Context: an optimization exercise on an open-source flow, tuned for small area. The choices shown serve that exercise and are no tape-out recipe.
Function was checked by simulation only, so behaviour that the tests miss may differ from the original.
The clock port is modelled as an ideal driver; clocking choices that lean on that would not hold on a real chip.

## ASP
module ASP #(parameter data_size = 32, parameter tag_size = 8, parameter mem_depth = 256) (
    input clk,
    input reset,
    input data_parity_ready_in,
    input[(data_size):0] data_parity_in,
    input network_data_ready_in,
    input network_ACK_in,
    input[(data_size+tag_size-1):0] network_data_tag_in,
    output parity_error_out,
    output host_data_ready_out,
    output[(data_size-1):0] host_data_out,
    output network_data_ready_out,
    output network_ACK_out,
    output[(data_size+tag_size-1):0] network_data_tag_out
);
    function [7:0] tag;
        input [31:0] d;
        reg [7:0] b0, b1, b2, b3;
        begin
            b0 = ~d[7:0];
            b1 = d[15:8];
            b2 = ~d[23:16];
            b3 = ~d[31:24];
            tag = {b0[2:0], b0[7:3]} ^ {b1[2:0], b1[7:3]} ^ {b2[5:0], b2[7:6]} ^ {b3[0], b3[7:1]};
        end
    endfunction
    wire e_in = ^data_parity_in;
    wire m_in = (network_data_tag_in[7:0] == tag(network_data_tag_in[39:8]));
    wire a_in = network_data_ready_in & ~network_ACK_in & m_in;
    wire t_in = ~network_data_ready_in & data_parity_ready_in & ~e_in;
    reg [31:0] h1, n1, x2, x3, y2, y3;
    reg e1, e2, e3, a1, a2, a3, t1, xn1;
    always @(posedge clk) begin
        h1 <= data_parity_in[32:1];
        n1 <= network_data_tag_in[39:8];
        x2[31:1] <= ({31{e1}} & h1[31:1]) | ({31{xn1}} & n1[31:1]);
  ...
==> flow/config.mk <==
export PLATFORM = sky130hd
export DESIGN_NAME = ASP
export DESIGN_NICKNAME = ASP
export VERILOG_FILES = /design/flow/design.v
export SDC_FILE = /design/flow/constraint.sdc
export NUM_CORES = 4
export LEC_CHECK = 0
export CAP_MARGIN = 20
export CORE_MARGIN = 2
export CORE_UTILIZATION = 70
export GPL_TIMING_DRIVEN = 0
export SLEW_MARGIN = 20
==> flow/constraint.sdc <==
create_clock -name core_clock -period 5.0 [get_ports {clk}]
set_input_delay 1.0000 -clock core_clock [delete_from_list [all_inputs] [get_ports {clk}]]
set_output_delay 1.0000 -clock core_clock [all_outputs]
set_load 0.01 [all_outputs]
standard.sh (not shown) runs the stock make flow with config.mk's settings and CLKGATE_MAP_FILE= SYNTH_SCRIPT=/design/flow/synth_recipe.tcl, a recipe that flattens the netlist after the stock synthesis.
==> flow/flow/run.sh <==
#!/bin/bash
# The standard layout, with these changes:
#  - the combinational logic of the standard synthesis is mapped again by ABC for area
#    (flow/area.script); the flip-flops keep their cells and names;
#  - the port buffers are inserted as the smallest buffer cell;
#  - the buffers that synthesis put on high-fanout nets are removed before placement
#    (REMOVE_ABC_BUFFERS);
#  - the clock tree is built from clkbuf_4 cells without dummy loads, and flow/post_cts.tcl
#    gives any leaf buffer with too many flip-flops for the clock-pin slew limit the
#    stronger buf_6 cell.
set -euo pipefail
export BUFFER_PORTS_ARGS="-buffer_cell sky130_fd_sc_hd__buf_1"
export REMOVE_ABC_BUFFERS=1
export CTS_ARGS="-sink_clustering_enable -repair_clock_nets -dont_use_dummy_load -buf_list sky130_fd_sc_hd__clkbuf_4 -sink_clustering_size 12 -sink_clustering_max_diameter 40"
export POST_CTS_TCL="$PWD/flow/post_cts.tcl"
R=orfs/results/$FLOW_PLATFORM/ASP/base
LIB=$FLOW_HOME/platforms/$FLOW_PLATFORM/lib/sky130_fd_sc_hd__tt_025C_1v80.lib

bash standard.sh synth > standard_synth.log 2>&1

python3 flow/comblib.py $LIB comb.lib > comblib.log 2>&1
DU=$(sed -n '/DONT_USE_CELLS/,/^#/p' $FLOW_HOME/platforms/$FLOW_PLATFORM/config.mk | grep -o 'sky130_fd_sc_hd__[A-Za-z0-9_]*' | sed 's/^/-dont_use /' | tr '\n' ' ')
cp $R/1_2_yosys.v standard_1_2_yosys.v
cat > resynth.ys <<EOY
read_liberty -ignore_miss_func comb.lib
read_liberty -lib -nooverwrite $LIB
read_verilog standard_1_2_yosys.v
hierarchy -top $FLOW_TOP
flatten
rename -hide w:*.*
opt_clean
abc -liberty $LIB $DU -script flow/area.script
read_liberty -lib -overwrite $LIB
hierarchy -top $FLOW_TOP
splitnets
opt_clean -purge
hilomap -singleton -hicell sky130_fd_sc_hd__conb_1 HI -locell sky130_fd_sc_hd__conb_1 LO
insbuf -buf sky130_fd_sc_hd__buf_4 A X
check -assert -mapped
stat -liberty $LIB
write_verilog -noattr -nohex -nodec resynth.v
EOY
yosys -s resynth.ys > resynth.log 2>&1
cp resynth.v $R/1_2_yosys.v

bash standard.sh > standard.log 2>&1
==> flow/flow/area.script <==
strash
&get -n
&st
&dch
&nf -R 1000
&put
==> flow/flow/comblib.py <==
# Writes comb.lib: the platform's liberty file with only its combinational cells, so that
# Yosys can read their functions while the flip-flop cells stay black boxes.
import re, sys
src, dst = sys.argv[1], sys.argv[2]
t = open(src).read()
m = re.search(r'\n\s*cell\s*\(', t)
head, pos, keep = t[:m.start()], m.start(), []
while True:
    m = re.search(r'\n\s*cell\s*\(', t[pos:])
    if not m:
        break
    s = pos + m.start()
    k, d = t.index('{', s), 0
    while True:
        if t[k] == '{':
            d += 1
        elif t[k] == '}':
            d -= 1
            if d == 0:
                break
        k += 1
    cell = t[s:k + 1]
    if not re.search(r'\b(ff|latch|statetable)\s*\(', cell):
        keep.append(cell)
    pos = k + 1
open(dst, 'w').write(head + ''.join(keep) + t[pos:])
==> flow/flow/post_cts.tcl <==
set block [ord::get_db_block]
set big [[ord::get_db] findMaster sky130_fd_sc_hd__buf_6]
set upsized 0
foreach inst [$block getInsts] {
  if { [[$inst getMaster] getName] ne "sky130_fd_sc_hd__clkbuf_4" } {
    continue
  }
  set net [[$inst findITerm X] getNet]
  if { $net eq "NULL" } {
    continue
  }
  set loads [expr { [llength [$net getITerms]] - 1 }]
  if { $loads > 12 } {
    $inst swapMaster $big
    incr upsized
  }
}
puts "post_cts: upsized $upsized clock buffers to buf_6"
if { $upsized > 0 } {
  detailed_placement
  check_placement -verbose
}
The starting point finished clean.
==> next run, changes <==
--- a/flow/flow/run.sh
+++ b/flow/flow/run.sh
@@ -9,2 +9 @@
-#    gives any leaf buffer with too many flip-flops for the clock-pin slew limit the
-#    stronger buf_6 cell.
+#    upsizes any leaf buffer with too many flip-flops for the clock-pin slew limit.
After rerunning: The new run finished clean. Sequential cell count is unchanged. Via count is unchanged. Global-route usage is unchanged. Design area does not change. Worst setup slack stays the same.
==> next run, changes <==
==> flow/flow/run.sh (replaced) <==
#!/bin/bash
# The standard layout, with these changes:
#  - the port buffers are inserted as the smallest buffer cell;
#  - the buffers that synthesis put on high-fanout nets are removed before placement
#    (REMOVE_ABC_BUFFERS);
#  - the clock tree is built from clkbuf_4 cells without dummy loads, and flow/post_cts.tcl
#    upsizes any leaf buffer with too many flip-flops for the clock-pin slew limit.
set -euo pipefail
export BUFFER_PORTS_ARGS="-buffer_cell sky130_fd_sc_hd__buf_1"
export REMOVE_ABC_BUFFERS=1
export CTS_ARGS="-sink_clustering_enable -repair_clock_nets -dont_use_dummy_load -buf_list sky130_fd_sc_hd__clkbuf_4 -sink_clustering_size 12 -sink_clustering_max_diameter 40"
export POST_CTS_TCL="$PWD/flow/post_cts.tcl"
bash standard.sh > standard.log 2>&1
--- a/flow/flow/post_cts.tcl
+++ b/flow/flow/post_cts.tcl
@@ -2 +2 @@
-set big [[ord::get_db] findMaster sky130_fd_sc_hd__buf_6]
+set big [[ord::get_db] findMaster sky130_fd_sc_hd__clkbuf_8]
@@ -18 +18 @@
-puts "post_cts: upsized $upsized clock buffers to buf_6"
+puts "post_cts: upsized $upsized clock buffers to clkbuf_8"
removed: flow/flow/area.script
removed: flow/flow/comblib.py
=> The changed run finished with timing, DRC and antenna clean; cell area came out higher by 0.72%; count of clock-buffer cells in the layout stays the same; routed wire length came out higher by 1.6%.
==> next run, changes <==
--- a/flow/flow/run.sh
+++ b/flow/flow/run.sh
@@ -2,0 +3,2 @@
+#  - the combinational logic of the standard synthesis is mapped again by ABC for area
+#    (flow/area.script); the flip-flops keep their cells and names;
@@ -12,0 +15,30 @@
+R=orfs/results/$FLOW_PLATFORM/ASP/base
+LIB=$FLOW_HOME/platforms/$FLOW_PLATFORM/lib/sky130_fd_sc_hd__tt_025C_1v80.lib
+
+bash standard.sh synth > standard_synth.log 2>&1
+
+python3 flow/comblib.py $LIB comb.lib > comblib.log 2>&1
+DU=$(sed -n '/DONT_USE_CELLS/,/^#/p' $FLOW_HOME/platforms/$FLOW_PLATFORM/config.mk | grep -o 'sky130_fd_sc_hd__[A-Za-z0-9_]*' | sed 's/^/-dont_use /' | tr '\n' ' ')
+cp $R/1_2_yosys.v standard_1_2_yosys.v
+cat > resynth.ys <<EOY
+read_liberty -ignore_miss_func comb.lib
+read_liberty -lib -nooverwrite $LIB
+read_verilog standard_1_2_yosys.v
+hierarchy -top $FLOW_TOP
+flatten
+rename -hide w:*.*
+opt_clean
+abc -liberty $LIB $DU -script flow/area.script
+read_liberty -lib -overwrite $LIB
+hierarchy -top $FLOW_TOP
+splitnets
+opt_clean -purge
+hilomap -singleton -hicell sky130_fd_sc_hd__conb_1 HI -locell sky130_fd_sc_hd__conb_1 LO
+insbuf -buf sky130_fd_sc_hd__buf_4 A X
+check -assert -mapped
+stat -liberty $LIB
+write_verilog -noattr -nohex -nodec resynth.v
+EOY
+yosys -s resynth.ys > resynth.log 2>&1
+cp resynth.v $R/1_2_yosys.v
+
==> flow/flow/area.script (new file) <==
strash
&get -n
&st
&dch
&nf -R 1000
&put
==> flow/flow/comblib.py (new file) <==
# Writes comb.lib: the platform's liberty file with only its combinational cells, so that
# Yosys can read their functions while the flip-flop cells stay black boxes.
import re, sys
src, dst = sys.argv[1], sys.argv[2]
t = open(src).read()
m = re.search(r'\n\s*cell\s*\(', t)
head, pos, keep = t[:m.start()], m.start(), []
while True:
    m = re.search(r'\n\s*cell\s*\(', t[pos:])
    if not m:
        break
    s = pos + m.start()
    k, d = t.index('{', s), 0
    while True:
        if t[k] == '{':
            d += 1
        elif t[k] == '}':
            d -= 1
            if d == 0:
                break
        k += 1
    cell = t[s:k + 1]
    if not re.search(r'\b(ff|latch|statetable)\s*\(', cell):
        keep.append(cell)
    pos = k + 1
open(dst, 'w').write(head + ''.join(keep) + t[pos:])
Die area came out lower slightly.
Critical path depth is unchanged.
Worst setup slack gets worse by 0.024 ns.
Fmax falls slightly.
Routed wire length came out lower slightly.
Design area is lower slightly.
Utilization grows by 0.54 points.

afterwards: timing with drivers on the ports:
The results above use ideal ports. As a check the final layouts listed here were re-extracted and re-timed, cells and wires unchanged.
Step 1, drivers: a clkbuf_16 drives clk and a buf_2 each remaining input, both assumed.
Step 2 moves the port delays by t, midway between the first and last clock arrival at a register: inputs arrive t later, outputs are due t later. That takes back most of the time a late clock gives input paths.
Three values: ideal, step 1, step 2; two values: the first two.
| run | shift t [ns] | slack for setup (ns) | worst slew at a driven data input, ns | pins driven straight from the clock port |
|---|---|---|---|---|
| the first run | 0.426 | 2.077 / 2.039 / 2.039 | 0.05 | 1 |
| the second run | 0.426 | 2.077 / 2.039 / 2.039 | 0.05 | 1 |
| the third run | 0.450 | 2.111 / 2.089 / 2.089 | 0.05 | 1 |
| the fourth run | 0.441 | 2.086 / 2.049 / 2.049 | 0.05 | 1 |
After both steps setup and hold are still met in every run listed.
